Background: an optimization exercise with open tools, aiming at small area and a short achievable clock period. Do not read the settings as production practice.
RTL that was checked went through simulation tests only; none was proved equivalent to the original.
For runs 2 to 4, only the layout was checked, not whether the RTL still works.
Power and IR drop assume default switching activity.

==> flow/design.v (outline; a module is shown in full before it is edited, if it fits) <==
// module CannyEdge: 1190 lines
module CannyEdge(dAddrRegRow, dAddrRegCol, bWE, bCE, InData, OutData,
	OPMode, bOPEnable, dReadReg, dWriteReg, clk, rst_b);
  // ...
==> flow/flow/run.sh <==
#!/bin/bash
# Standard layout with two changes:
#  - after the standard synthesis, flow/polarity.py removes inverters between
#    full adders (a full adder is self-dual, so an adder can be implemented in
#    its inverted form); registers and all other cells are untouched;
#  - timing repair aims at a setup slack margin of MARGIN ns, and the port
#    buffers are plain buffers instead of the delay cell buffer_ports picks.
set -euo pipefail
MARGIN=6.5
R=orfs/results/sky130hd/CannyEdge/base
bash standard.sh synth > log_synth.txt 2>&1
cp $R/1_2_yosys.v $R/1_2_yosys_std.v
python3 flow/polarity.py $R/1_2_yosys_std.v $R/1_2_yosys.v > log_polarity.txt 2>&1
rm -f $R/1_synth.odb $R/1_synth.sdc
bash standard.sh SETUP_SLACK_MARGIN=$MARGIN "BUFFER_PORTS_ARGS=-buffer_cell sky130_fd_sc_hd__buf_2" finish > log_finish.txt 2>&1
==> flow/flow/polarity.py <==
#!/usr/bin/env python3
# Full-adder polarity clean-up on a Yosys netlist of sky130 cells.
# A full adder is self-dual: FA(~a,~b,~c) = (~cout, ~sum). Yosys's extract_fa
# picks input/output inversions freely, which leaves many inverters between
# adders. This pass chooses, for each fa cell, whether to implement it in the
# inverted form, so that as few signals as possible need an inverter, and then
# rebuilds the inverters (one per signal that needs the inverted polarity).
# Registers and all other cells are left as they are.
# usage: polarity.py in.v out.v
import re, sys, random

OUTPINS = {"X", "Y", "Q", "Q_N", "SUM", "COUT", "HI", "LO"}
src = open(sys.argv[1]).read()
cell_re = re.compile(r"^  (sky130_fd_sc_hd__\w+) (\S+)\s+\((.*?)\n  \);\n", re.S | re.M)
pin_re = re.compile(r"\.(\w+)\(([^()]*)\)")

cells = []
for m in cell_re.finditer(src):
    pins = [(p, n.strip()) for p, n in pin_re.findall(m.group(3))]
    cells.append([m.group(1), m.group(2), pins, m.start(), m.end()])

def is_inv(t):
    return t in ("sky130_fd_sc_hd__inv_1", "sky130_fd_sc_hd__clkinv_1")
def is_fa(t):
    return t.startswith("sky130_fd_sc_hd__fa_")

inv_of = {}       # inverter output net -> input net
for c in cells:
    if is_inv(c[0]):
        d = dict(c[2])
        inv_of[d["Y"]] = d["A"]
drv = {}          # net -> cell index (non-inverter drivers)
for i, c in enumerate(cells):
    if is_inv(c[0]):
        continue
    for p, n in c[2]:
        if p in OUTPINS:
            drv[n] = i

def root(n):
    par = 0
    seen = 0
    while n in inv_of:
        n = inv_of[n]; par ^= 1; seen += 1
        if seen > 100:
            raise SystemExit("inverter loop")
    return n, par

# consumers of each root: list of (cell index, pin, parity)
cons = {}
ext_inv_roots = set()
for i, c in enumerate(cells):
    if is_inv(c[0]):
        continue
    for p, n in c[2]:
        if p in OUTPINS:
            continue
        r, par = root(n)
        cons.setdefault(r, []).append((i, p, par))
# inverter outputs that are not consumed by any cell (e.g. ports) keep their inverters
consumed = set()
for c in cells:
    for p, n in c[2]:
        if p not in OUTPINS:
            consumed.add(n)
port_nets = set()
for m in re.finditer(r"^\s*output\s+(?:\[(\d+):(\d+)\]\s+)?(\S+);", src, re.M):
    if m.group(1):
        for b in range(int(m.group(2)), int(m.group(1)) + 1):
            port_nets.add("%s[%d]" % (m.group(3), b))
    else:
        port_nets.add(m.group(3))
for n in inv_of:
    if n in port_nets:
        raise SystemExit("inverter drives a port; not handled")

fa_idx = [i for i, c in enumerate(cells) if is_fa(c[0])]
f = {i: 0 for i in fa_idx}
def fl(i):
    return f.get(i, 0)
def root_cost(r):
    fd = fl(drv[r]) if r in drv else 0
    return 1 if any(par ^ fl(ci) ^ fd for ci, p, par in cons.get(r, [])) else 0

# roots touched by each fa: its outputs and its inputs
touch = {}
for i in fa_idx:
    rs = set()
    for p, n in cells[i][2]:
        if p in OUTPINS:
            rs.add(n)
        else:
            rs.add(root(n)[0])
    touch[i] = rs
before = sum(root_cost(r) for r in cons)
def local_search(seed):
    improved = True
    it = 0
    while improved and it < 50:
        improved = False
        it += 1
        order = fa_idx[:]
        random.Random(seed * 1000 + it).shuffle(order)
        for i in order:
            rs = touch[i]
            c0 = sum(root_cost(r) for r in rs)
            f[i] ^= 1
            c1 = sum(root_cost(r) for r in rs)
            if c1 < c0 or (c1 == c0 and random.Random(seed * 7 + i + it).random() < 0.3):
                improved = improved or c1 < c0
            else:
                f[i] ^= 1
local_search(0)
best = dict(f); bestc = sum(root_cost(r) for r in cons)
# perturb and re-optimise a few times; keep the best assignment
rng = random.Random(12345)
for rnd in range(1, 200):
    for i in rng.sample(fa_idx, max(1, len(fa_idx) // 20)):
        f[i] ^= 1
    local_search(rnd)
    c = sum(root_cost(r) for r in cons)
    if c < bestc:
        best = dict(f); bestc = c
    else:
        f.clear(); f.update(best)
f.clear(); f.update(best)
after = sum(root_cost(r) for r in cons)
sys.stderr.write("polarity: %d fa cells, %d flipped, inverted signals %d -> %d, old inverter cells %d\n"
                 % (len(fa_idx), sum(f.values()), before, after, len(inv_of)))

# rebuild connections
newconn = {}   # (cell index, pin) -> net
newinv = []
k = 0
for r, lst in cons.items():
    fd = fl(drv[r]) if r in drv else 0
    need = [(ci, p) for ci, p, par in lst if par ^ fl(ci) ^ fd]
    keep = [(ci, p) for ci, p, par in lst if not (par ^ fl(ci) ^ fd)]
    for ci, p in keep:
        newconn[(ci, p)] = r
    if need:
        k += 1
        nn = "_pol%d_" % k
        newinv.append((nn, r))
        for ci, p in need:
            newconn[(ci, p)] = nn

out = []
pos = 0
wire_decl = "".join("  wire %s;\n" % nn for nn, r in newinv)
for i, c in enumerate(cells):
    out.append(src[pos:c[3]])
    pos = c[4]
    if is_inv(c[0]):
        continue
    pins = []
    for p, n in c[2]:
        if p not in OUTPINS:
            n = newconn[(i, p)]
        pins.append("    .%s(%s)" % (p, n if not n.startswith("\\") else n + " "))
    nm = c[1] + " " if c[1].startswith("\\") else c[1]
    out.append("  %s %s (\n%s\n  );\n" % (c[0], nm, ",\n".join(pins)))
tail = src[pos:]
for j, (nn, r) in enumerate(newinv):
    tail_cell = "  sky130_fd_sc_hd__inv_1 _polinv%d_ (\n    .A(%s),\n    .Y(%s)\n  );\n" % (
        j + 1, r if not r.startswith("\\") else r + " ", nn)
    out.append(tail_cell)
out.append(tail)
res = "".join(out)
# declare the new wires after the module header
mh = re.search(r"^module [^;]*;\n", res, re.M | re.S)
res = res[:mh.end()] + wire_decl + res[mh.end():]
n_in = len(re.findall(r"^  sky130_fd_sc_hd__", src, re.M))
if n_in != len(cells):
    raise SystemExit("parsed %d of %d cells" % (len(cells), n_in))
open(sys.argv[2], "w").write(res)
==> flow/standard.sh <==
#!/bin/bash
# synth_recipe.tcl (not shown) runs the flow's synth.tcl, then flattens the netlist and writes it again
# the make line also repeats each setting of config.mk as NAME=value (left out here)
make -C /OpenROAD-flow-scripts/flow DESIGN_CONFIG=/design/flow/config.mk WORK_HOME=/design/flow/orfs CLKGATE_MAP_FILE= SYNTH_SCRIPT=/design/flow/synth_recipe.tcl "${@:-finish}"
==> flow/config.mk <==
export PLATFORM = sky130hd
export DESIGN_NAME = CannyEdge
export DESIGN_NICKNAME = CannyEdge
export VERILOG_FILES = /design/flow/design.v
export SDC_FILE = /design/flow/constraint.sdc
export NUM_CORES = 4
export LEC_CHECK = 0
export CAP_MARGIN = 20
export CORE_MARGIN = 2
export CORE_UTILIZATION = 55
export CTS_BUF_LIST = sky130_fd_sc_hd__clkbuf_4 sky130_fd_sc_hd__clkbuf_8
export CTS_CLUSTER_DIAMETER = 80
export CTS_CLUSTER_SIZE = 16
export PLACE_DENSITY = 0.7
export SLEW_MARGIN = 20
==> flow/constraint.sdc <==
create_clock -name core_clock -period 10.0 [get_ports {clk}]
set_input_delay 2.0000 -clock core_clock [delete_from_list [all_inputs] [get_ports {clk}]]
set_output_delay 2.0000 -clock core_clock [all_outputs]
set_load 0.01 [all_outputs]
==> impl_metrics.yaml, run 1 <==
critical_path:
  reg2reg_slack_ns: 6.55
  critical_path_class: "in -> reg"
  timing.critical_path.slowest_stage_cell: "or3_1"
  r2r_cells: 6
  crit_chain: "buf_2 > or3_1 > nor3b_4 > buf_4 > buf_4 > nand3_4 > nor2_4"
  cp.required_ns: 10.29
  reg2reg_to: "gq[34]"
route:
  wire_per_inst_um: 27.3
  drc: 0
sta:
  rsz0062_at_grt: "true"
  max_freq_mhz: 290
  maxSlewHeadroom: 0.363
clock_tree:
  h-tree-depth: 1
  cts_sinks: 327
  cts_root_buf: "clkbuf_8"
  clock_path_buffers: 3
  post_cts_buffers: 47
die:
  rows: 79
  die_area_um2: 49400
  nWellTaps: 607
  fp.dieH_um: 222
  die_w_um: 222
  ios: 38
grt:
  grt_pass1_vias: 17800
layout:
  nets: 2646
  fin_util: 0.617
  multi_input_area_share: 0.557
  layout_commonest_cell: "edfxtp_1"
  top_regs: "x x200, gq x53"
  largest_class: "multi-input combinational cells"
placement:
  place.gp.congestion: 1.03
  pre_cts_ws_ns: 5.56
hold_path:
  hold_path.class: "reg -> reg"
synthesis:
  syn_avg_cell_area_um2: 12.2
  postSynthCellCount: 2154
outcome:
  outcome: "finished clean"
power:
  comb_power_share: 0.084
  maxPowerGroup: "sequential cells"
  clkPwrFrac: 0.299
  powerClk_uw: 731
flow_run:
  cap_violations: 0
==> run 2: changes to the inputs <==
--- a/flow/design.v
+++ b/flow/design.v
@@ -918,19 +918,18 @@
 wire sy_59_x = sy_52 ^ sy_54;
 wire sy_59 = sy_59_x ^ sy_57;
 wire sy_60 = sy_59_x ? sy_57 : sy_52;
 wire [10:0] gy = {1'b1, sy_58, sy_56, sy_48, sy_40, sy_32, sy_24, sy_16, sy_13, sy_5, ~x[12][0]} + {1'b0, sy_60, sy_59, sy_55, sy_47, sy_39, sy_31, sy_23, sy_15, sy_7, sy_1};
 reg [10:0] Gx, Gy;
 wire sx = Gx[10], sy = Gy[10];
 wire [9:0] ga = Gx[9:0] ^ {10{sx}};    
 wire [9:0] gb = Gy[9:0] ^ {10{sy}};    
-wire sm_1_x = ga[0] ^ gb[0];
-wire sm_1 = sm_1_x ^ sx;
-wire sm_2 = sm_1_x ? sx : ga[0];
+wire sm_1 = ~(~ga[0] ^ gb[0] ^ sx);
+wire sm_2 = ~((~ga[0] & ~gb[0]) | (~sx & (~ga[0] | ~gb[0])));
 wire sm_3 = ga[1] ^ gb[1];
 wire sm_4 = ga[1] & gb[1];
 wire sm_5 = ga[2] ^ gb[2];
 wire sm_6 = ga[2] & gb[2];
 wire sm_7 = ga[3] ^ gb[3];
 wire sm_8 = ga[3] & gb[3];
 wire sm_9 = ga[4] ^ gb[4];
 wire sm_10 = ga[4] & gb[4];
@@ -1092,28 +1091,22 @@
 end
 wire nms_max = x[6] >= xa && x[6] >= xb;
 wire nms_zero = op1 && OPMode == 3'd2 && nms_max;
 wire [3:0] pdz;    
 assign pdz[0] = nms_zero && pd == 2'd0;
 assign pdz[1] = nms_zero && pd == 2'd1;
 assign pdz[2] = nms_zero && pd == 2'd2;
 assign pdz[3] = nms_zero && pd == 2'd3;
-reg [7:0] xrow [0:4];
 reg [7:0] xsel;
-integer k, r;
+integer k;
 always @* begin
-	for (r = 0; r < 5; r = r + 1) begin
-		xrow[r] = 8'd0;
-		for (k = 0; k < 5; k = k + 1)
-			xrow[r] = xrow[r] | ({8{cdec[k]}} & x[r*5+k]);
-	end
 	xsel = 8'd0;
-	for (r = 0; r < 5; r = r + 1)
-		xsel = xsel | ({8{rdec[r]}} & xrow[r]);
+	for (k = 0; k < 25; k = k + 1)
+		xsel = xsel | ({8{sel[k]}} & x[k]);
 end
 wire hi6 = x[6] >= 8'd15;
 wire lo6 = x[6] <= 8'd10;
 wire bt = hi6 || (!lo6 && (xa >= 8'd15 || xb >= 8'd15 || za || zb));
 always @(posedge clk or negedge rst_b) begin
 	if (!rst_b)
 		S <= 2'd0;
 	else if (bCE) begin
==> flow/config.mk (replaced) <==
export PLATFORM = sky130hd
export DESIGN_NAME = CannyEdge
export DESIGN_NICKNAME = CannyEdge
export VERILOG_FILES = /design/flow/design.v
export SDC_FILE = /design/flow/constraint.sdc
export NUM_CORES = 4
export LEC_CHECK = 0
export CAP_MARGIN = 20
export CORE_MARGIN = 2
export CORE_UTILIZATION = 55
export CTS_BUF_LIST = sky130_fd_sc_hd__clkbuf_8
export CTS_CLUSTER_DIAMETER = 60
export CTS_CLUSTER_SIZE = 12
export PLACE_DENSITY = 0.7
export SLEW_MARGIN = 20
==> run 2 against run 1 <==
  * Power up 7.2%
  * Final area is 1.9% higher
  * Hold slack got worse by 0.079 ns
  * Die area fell by 1.8%
  * Clock power rose by 32%
  * Sequential power hardly changed
  * Highest routed layer unchanged
  * Cell count increased by 2.6%
==> impl_metrics.yaml, run 2 <==
critical_path:
  reg2reg_slack_ns: 6.51
  startpoint_type: "flip-flop"
  reg2reg_to: "Gx[9]"
  cp.required_ns: 10.35
  critical_path_class: "reg -> reg"
  r2r_cells: 14
  cp_max_fo: 5
  cp.arrival_ns: 3.85
  cp-end-kind: "flip-flop"
  timing.critical_path.slowest_stage_cell: "or4_4"
  crit_chain: "buf_6 > xnor2_2 > xnor2_1 > ha_2 > nand2b_1 > nor2b_1 > xnor2_1 > ha_1 > a21oi_2 > o21ai_2 > or4_4 > a41o_1 > a21oi_2 > xnor2_1"
  r2r_start: "x[2][1]"
  max_stage_delay_ns: 0.54
  crit_top_cell: "xnor2_1"
route:
  totalWireLength_um: 91900
  first_pass_iters: 7
  vias: 18800
  drtIter0Drc: 2228
  drc: 0
  avgViaCountPerCell: 6.36
  wire_per_inst_um: 31.1
  ant_nets: 0
placement:
  post-dp-hpwl_um: 67900
  io_buffers: 37
  dp_cells: 2737
  place.gp.congestion: 1.07
  place_area_um2: 26700
grt:
  grt_max_degree: 54
  grt_pass1_wl_um: 126000
  gr-total-overflow: 0
  grtUsageTotal: 0.379
  antenna_found_initial: 2
  grt_pass1_vias: 17800
hold_path:
  min_from: "dpre[0]"
  worstHoldPathCells: 0
  hold_path.class: "reg -> reg"
  whs_endpoint: "out_dir[0]"
sta:
  maxSlewHeadroom: 0.298
  setup-tns-final_ns: 0
  rsz0062_at_grt: "true"
  final_max_slew_viol_count: 0
  finalHoldViolCount: 0
  period_share: 0.349
  finalCriticalPeriod_ns: 3.49
  max_freq_mhz: 286
  setup_viol: 0
  tightestPinTransition_ns: 1.04
  clock_skew_ns: 0.0527
layout:
  final_cell_count_no_fill: 2955
  mostFrequentLayoutCells: "edfxtp_1 (323), xnor2_1 (248), fa_1 (225)"
  top_regs: "x x200, gq x53"
  largest_reg_flops: 200
  final_layout_size_suffix_gt1_frac: 0.177
  nets: 2717
  layout_commonest_cell: "edfxtp_1"
  top_register: "x"
  final_area_um2: 29400
  area_growth_pct: 14.3
die:
  die_w_um: 220
  rows: 79
  start_util: 0.554
  fp.dieH_um: 220
  ios: 38
  die_area_um2: 48500
  core_um2: 46400
synthesis:
  syn_area_um2: 25700
  syn_avg_cell_area_um2: 11.9
  yosys_warnings: 2
  postSynthCellCount: 2152
  synth_nets: 2538
power:
  power_density_nw_per_um2: 89.2
  leakage_nw: 11.1
  p_seq_frac: 0.574
  swShare: 0.235
  p_int_mw: 2.00
  comb_power_share: 0.058
  power_switching_uw: 617
  peakVddDrop_mv: 0.115
  clkPwrFrac: 0.368
clock_tree:
  clk_latency_ns: 0.64
  cts_root_buf: "clkbuf_8"
  path_clk_slew_ns: 0.08
  h-tree-depth: 2
  cts_made_buffers: 38
  cts_hold_buf: 0
  clock_path_buffers: 3
  cts_sinks: 327
  cts_tree: "done"
flow_run:
  cap_violations: 0
outcome:
  outcome: "finished clean"
run 2: per-stage QoR:
stage	hold slack (ns)	setup WS, ns	util	power, mW
finish	0.410	6.51	0.634	2.62
global route	0.413	6.37	0.634	2.69
CTS	0.411	6.50	0.610	2.62
detailed placement	0.389	5.46	0.577	1.68
global placement	0.388	5.51	0.577	1.67
floorplan	0.386	5.64	-	1.63
run 2: power by group through the flow:
stage,combinational (mW),clock (mW),sequential [mW]
2_1_floorplan,0.0914,0,1.54
3_3_place_gp,0.138,0,1.54
3_5_place_dp,0.141,0,1.54
4_1_cts,0.145,0.973,1.51
5_1_grt,0.164,1.02,1.51
6_report,0.152,0.964,1.51
run 2: timing repair:
action	4_1_cts	5_1_grt
setup endpoints to repair	226	116
gates resized for setup	22	83
pin swaps	7	52
setup buffers	84	72
cloned	2	1
run 2: area by class of cell:
class,instances,area [µm²]
diodes,1,2.50
clock buffers,39,537
clock inverters,17,193
fillers,3584,17000
inverters,169,634
multi-input cells,1588,15800
flip-flops and latches,327,9790
well taps,607,759
repair buffers,207,1710
run 2: worst max path at each step:
stage                       startpoint       to
after detailed placement           bCE  x[4][4]
after CTS                       Gx[10]  dpre[0]
after floorplan              OPMode[0]    gq[0]
final                          x[2][1]    Gx[9]
after global placement    dWriteReg[1]  x[4][0]
after global routing           x[7][0]    Gx[9]
run 2: metal layers:
layer  vias to the layer above  GRT usage  part of all wire  routed length, µm
li1                       8006          -                 -                  -
met1                      9261      0.502              0.38              34900
met2                      1269      0.537              0.42              38700
met3                       250      0.140              0.14              12400
met4                         2      0.219             0.063               5840
met5                         -    0.00606           0.00042                 39
run 2: critical path: cells and delay by family, from the launching register on:
family                     cells  cell delay (ns)
and+or+nand+nor                3             0.75
xor gates and xnor gates       4             0.64
AOI/OAI and AO/OA              4             0.70
buffers and inverters          1             0.17
adders and majority gates      2             0.52
DFF                            1             0.41
==> run 3: changes to the inputs <==
--- a/flow/config.mk
+++ b/flow/config.mk
@@ -11,4 +11,4 @@
 export CTS_BUF_LIST = sky130_fd_sc_hd__clkbuf_8
-export CTS_CLUSTER_DIAMETER = 60
-export CTS_CLUSTER_SIZE = 12
+export CTS_CLUSTER_DIAMETER = 80
+export CTS_CLUSTER_SIZE = 16
 export PLACE_DENSITY = 0.7
==> run 3 against run 2 <==
  * Critical path type unchanged
  * Combinational power about the same
  * Highest routed layer unchanged
  * Setup slack better by 0.0041 ns
  * Synthesized cell count unchanged
  * Largest cell class unchanged
==> impl_metrics.yaml, run 3 <==
critical_path:
  crit_top_cell: "xnor2_1"
  cp.arrival_ns: 3.89
  cp-end-kind: "flip-flop"
  timing.critical_path.slowest_stage_cell: "edfxtp_1"
  cp_max_fo: 4
  crit_family: "XOR/XNOR gates"
  crit_chain: "maj3_2 > a21oi_1 > nor2_2 > xor2_1 > xnor2_1 > xnor2_1 > ha_4 > nand2_2 > o21ai_2 > or4_4 > a41o_1 > a21oi_2 > xnor2_1"
  critical_path_class: "reg -> reg"
  startpoint_type: "flip-flop"
  cp.required_ns: 10.40
  max_stage_delay_ns: 0.54
  crit_buf_inv: 0
placement:
  place.gp.congestion: 1.07
  io_buffers: 37
  post-dp-hpwl_um: 67900
  dp_cells: 2737
sta:
  maxSlewHeadroom: 0.302
  period_share: 0.349
  tightestPinTransition_ns: 1.04
  clock_skew_ns: 0.0260
  max_freq_mhz: 287
  setup-tns-final_ns: 0
  rsz0062_at_grt: "true"
  setup_viol: 0
  finalCriticalPeriod_ns: 3.49
  finalHoldViolCount: 0
  final_max_slew_viol_count: 0
die:
  start_util: 0.554
  rows: 79
  ios: 38
  core_um2: 46400
  fp.dieH_um: 220
  die_area_um2: 48500
  die_w_um: 220
route:
  vias: 18600
  avgViaCountPerCell: 6.36
  first_pass_iters: 8
  drtIter0Drc: 2322
  ant_nets: 0
  drc: 0
  totalWireLength_um: 91400
  wire_per_inst_um: 31.2
power:
  swShare: 0.234
  power_switching_uw: 559
  p_int_mw: 1.83
  power_density_nw_per_um2: 82.6
  comb_power_share: 0.064
  clkPwrFrac: 0.307
  peakVddDrop_mv: 0.108
  leakage_nw: 10.8
  p_seq_frac: 0.629
outcome:
  outcome: "finished clean"
layout:
  top_register: "x"
  mostFrequentLayoutCells: "edfxtp_1 (323), xnor2_1 (247), fa_1 (225)"
  fill_cells: 3629
  largest_reg_flops: 200
  final_cell_count_no_fill: 2929
  area_growth_pct: 12.7
  nets: 2699
  top_regs: "x x200, gq x53"
  layout_commonest_cell: "edfxtp_1"
  final_layout_size_suffix_gt1_frac: 0.166
  fin_util: 0.625
clock_tree:
  h-tree-depth: 1
  cts_sinks: 327
  cts_made_buffers: 26
  clock_path_buffers: 3
  clk_latency_ns: 0.66
  cts_tree: "done"
  path_clk_slew_ns: 0.10
  cts_root_buf: "clkbuf_8"
flow_run:
  cap_violations: 0
grt:
  antenna_found_initial: 5
  gr-total-overflow: 0
  grt_pass1_vias: 17600
  grt_pass1_wl_um: 126000
  grtUsageTotal: 0.377
  grt_max_degree: 54
synthesis:
  synth_nets: 2538
  yosys_warnings: 2
  syn_area_um2: 25700
  syn_avg_cell_area_um2: 11.9
  postSynthCellCount: 2152
hold_path:
  hold_path.class: "reg -> reg"
-- run 3: changes by cell type in the layout (fill, tap and decap cells not counted), moves of 2 or more --
| cell | previous run | this run |
|---|---|---|
| buf_12 | 17 | 11 |
| buf_4 | 143 | 147 |
| buf_6 | 7 | 4 |
| bufinv_16 | 3 | 1 |
| clkbuf_8 | 39 | 27 |
| clkinvlp_4 | 3 | 1 |
| inv_8 | 3 | 0 |
| maj3_1 | 72 | 75 |
| maj3_2 | 7 | 4 |
| o21ai_1 | 6 | 8 |
-- run 3: power groups by stage --
stage / logic [mW] / clock network [mW] / registers, mW
5_1_grt: 0.164 / 0.786 / 1.51
3_3_place_gp: 0.138 / 0 / 1.54
4_1_cts: 0.144 / 0.739 / 1.50
2_1_floorplan: 0.0914 / 0 / 1.54
6_report: 0.152 / 0.735 / 1.51
3_5_place_dp: 0.141 / 0 / 1.54
-- run 3: what timing repair did --
| item | CTS | global route |
|---|---|---|
| hold buffers | 0 | 0 |
| cloned | 2 | 0 |
| gates resized for setup | 22 | 75 |
| setup buffers | 83 | 69 |
| setup endpoints to repair | 213 | 185 |
| pin swaps | 6 | 50 |
-- run 3: final cells by class --
cell class	count	area, µm²	area share
inverter	169	634	0.0219
clock buffer	27	372	0.0128
clock inverter	9	86.3	0.00298
sequential	327	9790	0.338
timing repair buffer	201	1570	0.0543
tap	607	759	0.0262
antenna	1	2.50	0.0000864
multi-input combinational	1588	15700	0.544
-- run 3: stage by stage --
stage          instance area (µm²)  setup slack (ns)  power (mW)  hold WS, ns
2_1_floorplan                26100              5.64        1.63        0.386
3_3_place_gp                 26700              5.51        1.67        0.388
3_5_place_dp                 26700              5.46        1.68        0.389
4_1_cts                      27900              6.49        2.39        0.412
5_1_grt                      29000              6.42        2.46        0.419
6_report                     29000              6.51        2.39        0.411
-- run 3: routing by layer --
layer | vias to the layer above | wire length [µm] | part of all wire | GRT usage
met1 | 9197 | 34600 | 0.38 | 0.505
met4 | 2 | 6050 | 0.066 | 0.199
met5 | - | 31 | 0.00034 | 0.0101
met2 | 1209 | 38100 | 0.42 | 0.540
met3 | 260 | 12600 | 0.14 | 0.133
li1 | 7970 | - | - | -
-- run 3: worst paths after layout --
kind | startpoint | endpoint | slack (ns) | depth (start not counted)
setup / recovery | x[7][2] | Gx[9] | 6.51 | 13
hold / removal | dpre[0] | out_dir[0] | 0.41 | 0
setup reg to reg | x[7][2] | Gx[9] | 6.51 | 13
hold reg to reg | dpre[0] | out_dir[0] | 0.41 | 0
max in group asynchronous | rst_b | S[0] | 8.73 | 1
min in group asynchronous | rst_b | S[1] | 1.14 | 1
==> run 4: changes to the inputs <==
--- a/flow/flow/run.sh
+++ b/flow/flow/run.sh
@@ -14,2 +14,2 @@
 rm -f $R/1_synth.odb $R/1_synth.sdc
-bash standard.sh SETUP_SLACK_MARGIN=$MARGIN "BUFFER_PORTS_ARGS=-buffer_cell sky130_fd_sc_hd__buf_2" finish > log_finish.txt 2>&1
+bash standard.sh SETUP_SLACK_MARGIN=$MARGIN RECOVER_POWER=100 "BUFFER_PORTS_ARGS=-buffer_cell sky130_fd_sc_hd__buf_2" finish > log_finish.txt 2>&1
--- a/flow/config.mk
+++ b/flow/config.mk
@@ -11,4 +11,4 @@
 export CTS_BUF_LIST = sky130_fd_sc_hd__clkbuf_8
-export CTS_CLUSTER_DIAMETER = 80
-export CTS_CLUSTER_SIZE = 16
+export CTS_CLUSTER_DIAMETER = 60
+export CTS_CLUSTER_SIZE = 12
 export PLACE_DENSITY = 0.7
==> run 4 against run 3 <==
  * The layout now fails its checks (max-capacitance violations, max-slew violations)
  * Global-route usage rose by 0.23 points
  * Sequential power barely moved
  * Via count rose by 0.98%
  * Core utilization barely moved
  * Cell count rose by 0.85%
  * Largest power group unchanged
==> impl_metrics.yaml, run 4 <==
outcome:
  outcome: "complete, but fails checks"
  failed_checks: "max-capacitance violations, max-slew violations"
sta:
  holdWs_ns: 0.409
  final_max_slew_viol_count: 367
  max_freq_mhz: 191
  period_share: 0.524
  tightestPinTransition_ns: 2.62
  setup-tns-final_ns: 0
  clock_skew_ns: 0.0570
  maxSlewHeadroom: -0.748
  finalHoldViolCount: 0
  rsz0062_at_grt: "true"
  layout_setup_ws_ns: 4.76
  finalCriticalPeriod_ns: 5.24
  setup_viol: 0
die:
  fp.dieH_um: 220
  rows: 79
  start_util: 0.554
  die_w_um: 220
  die_area_um2: 48500
  ios: 38
  core_um2: 46400
power:
  power_density_nw_per_um2: 90.3
  peakVddDrop_mv: 0.114
  leakage_nw: 10.7
  total_power_mw: 2.62
hold_path:
  hold_path.class: "reg -> reg"
layout:
  final_cell_count_no_fill: 2954
  diodes: 0
  top_regs: "x x200, gq x53"
  final_layout_size_suffix_gt1_frac: 0.137
  fill_cells: 3671
  layout_commonest_cell: "edfxtp_1"
  largest_reg_flops: 200
  area_growth_pct: 12.7
  mostFrequentLayoutCells: "edfxtp_1 (323), xnor2_1 (252), fa_1 (225)"
  nets: 2717
  top_register: "x"
route:
  drtIter0Drc: 2319
  avgViaCountPerCell: 6.37
  drc: 0
  wire_per_inst_um: 31.1
  vias: 18800
  first_pass_iters: 8
  ant_nets: 0
  totalWireLength_um: 91900
critical_path:
  cp.arrival_ns: 5.52
  cp_max_fo: 22
  cp-end-kind: "flip-flop"
  critical_path_class: "in -> reg"
  cp.required_ns: 10.28
  startpoint_type: "input port"
clock_tree:
  cts_hold_buf: 0
  clock_path_buffers: 3
  clk_latency_ns: 0.65
  cts_sinks: 327
  path_clk_slew_ns: 0.08
  cts_root_buf: "clkbuf_8"
  cts_tree: "done"
  cts_made_buffers: 38
  h-tree-depth: 2
grt:
  gr-total-overflow: 0
  grt_max_degree: 54
  grtUsageTotal: 0.379
  grt_pass1_wl_um: 126000
  grt_pass1_vias: 17800
  antenna_found_initial: 4
synthesis:
  postSynthCellCount: 2152
  yosys_warnings: 2
  syn_area_um2: 25700
  synth_nets: 2538
  syn_avg_cell_area_um2: 11.9
flow_run:
  cap_violations: 12
placement:
  pre_cts_ws_ns: 5.46
  post-dp-hpwl_um: 67900
  dp_cells: 2737
  io_buffers: 37
  place.gp.congestion: 1.07
[run 4: area by class of cell]
class                           instances  area [µm²]  share of cell area
Timing Repair Buffer                  207        1560              0.0539
Inverter                              169         634              0.0219
Sequential cell                       327        9790               0.338
Tap cell                              607         759              0.0262
Clock buffer                           39         537              0.0185
Multi-Input combinational cell       1588       15500               0.535
Clock inverter                         17         193             0.00665
[run 4: worst max-delay path: stages]
cell and delay [ns]:
clkbuf_1 0.22, nand2b_1 0.14, nor3_1 0.25, clkbuf_1 0.60
and2_0 1.49, nand2_1 0.28, o31ai_4 0.14, clkbuf_1 0.39
[run 4: path summary, 6_finish.rpt]
path                          from     endpoint  slack [ns]  depth (start not counted)
hold reg to reg            dpre[0]   out_dir[0]        0.41                          0
hold / removal             dpre[0]   out_dir[0]        0.41                          0
max in group asynchronous    rst_b         S[0]        8.57                          1
min in group asynchronous    rst_b         S[1]        1.23                          1
setup / recovery             rst_b     x[12][0]        4.76                          8
setup reg to reg            Gx[10]  out_grad[7]        5.75                         12
[run 4: through the flow]
| stage | utilization | instance area, µm² |
|---|---|---|
| 2_1_floorplan | - | 26100 |
| 3_3_place_gp | 0.577 | 26700 |
| 3_5_place_dp | 0.577 | 26700 |
| 4_1_cts | 0.610 | 28300 |
| 5_1_grt | 0.625 | 29000 |
| 6_report | 0.625 | 29000 |
[run 4: report_power, final]
| group | switching, mW | leakage (nW) | internal, mW |
|---|---|---|---|
| clock network | 0.514 | 0.376 | 0.449 |
| registers | 0.00478 | 2.81 | 1.50 |
| logic | 0.0944 | 7.54 | 0.0521 |
| total | 0.613 | 10.7 | 2.00 |
[run 4: metal layers]
metal  up-vias  part of all wire  track usage
li1       8007                 -            -
met1      9298              0.38        0.502
met2      1251              0.42        0.537
met3       263              0.14        0.140
met4         2             0.066        0.219
met5         -           0.00037      0.00606
[run 4: timing repair]
| action | CTS | global route |
|---|---|---|
| setup buffers | 84 | 72 |
| endpoints found under the setup margin | 226 | 116 |
| cloned | 2 | 1 |
| pin swaps | 7 | 52 |
| resized for setup | 22 | 83 |

## separate check: timing with driven ports
In the flow no input, the clock included, has a driving cell. The finished layouts below were timed again as built, in two steps. Step 1, drivers: a clkbuf_16 drives clk and a buf_2 each remaining input, both assumed. Step 2 also shifts input and output timing later by t, the mid clock arrival at the registers, as if the neighbouring blocks saw the same clock. a / b / c = ideal ports / drivers / drivers and shift; a / b = the first two.
| run | shift t [ns] | setup slack, ns | worst hold slack (ns) | clock arrival spread, ns |
|---|---|---|---|---|
| run 1 | 0.696 | 6.550 / 6.553 / 5.889 | 0.488 / 0.488 / 0.488 | 0.038 / 0.038 |
| run 2 | 0.678 | 6.507 / 6.507 / 5.914 | 0.410 / 0.410 / 0.410 | 0.054 / 0.054 |
| run 3 | 0.706 | 6.511 / 6.511 / 5.889 | 0.411 / 0.411 / 0.411 | 0.034 / 0.034 |
| run 4 | 0.679 | 4.757 / 4.794 / 4.115 | 0.409 / 0.409 / 0.409 | 0.059 / 0.060 |
For run 1, which loses most, drivers alone change the setup slack by +0.003 ns; drivers and shift together by -0.661 ns.
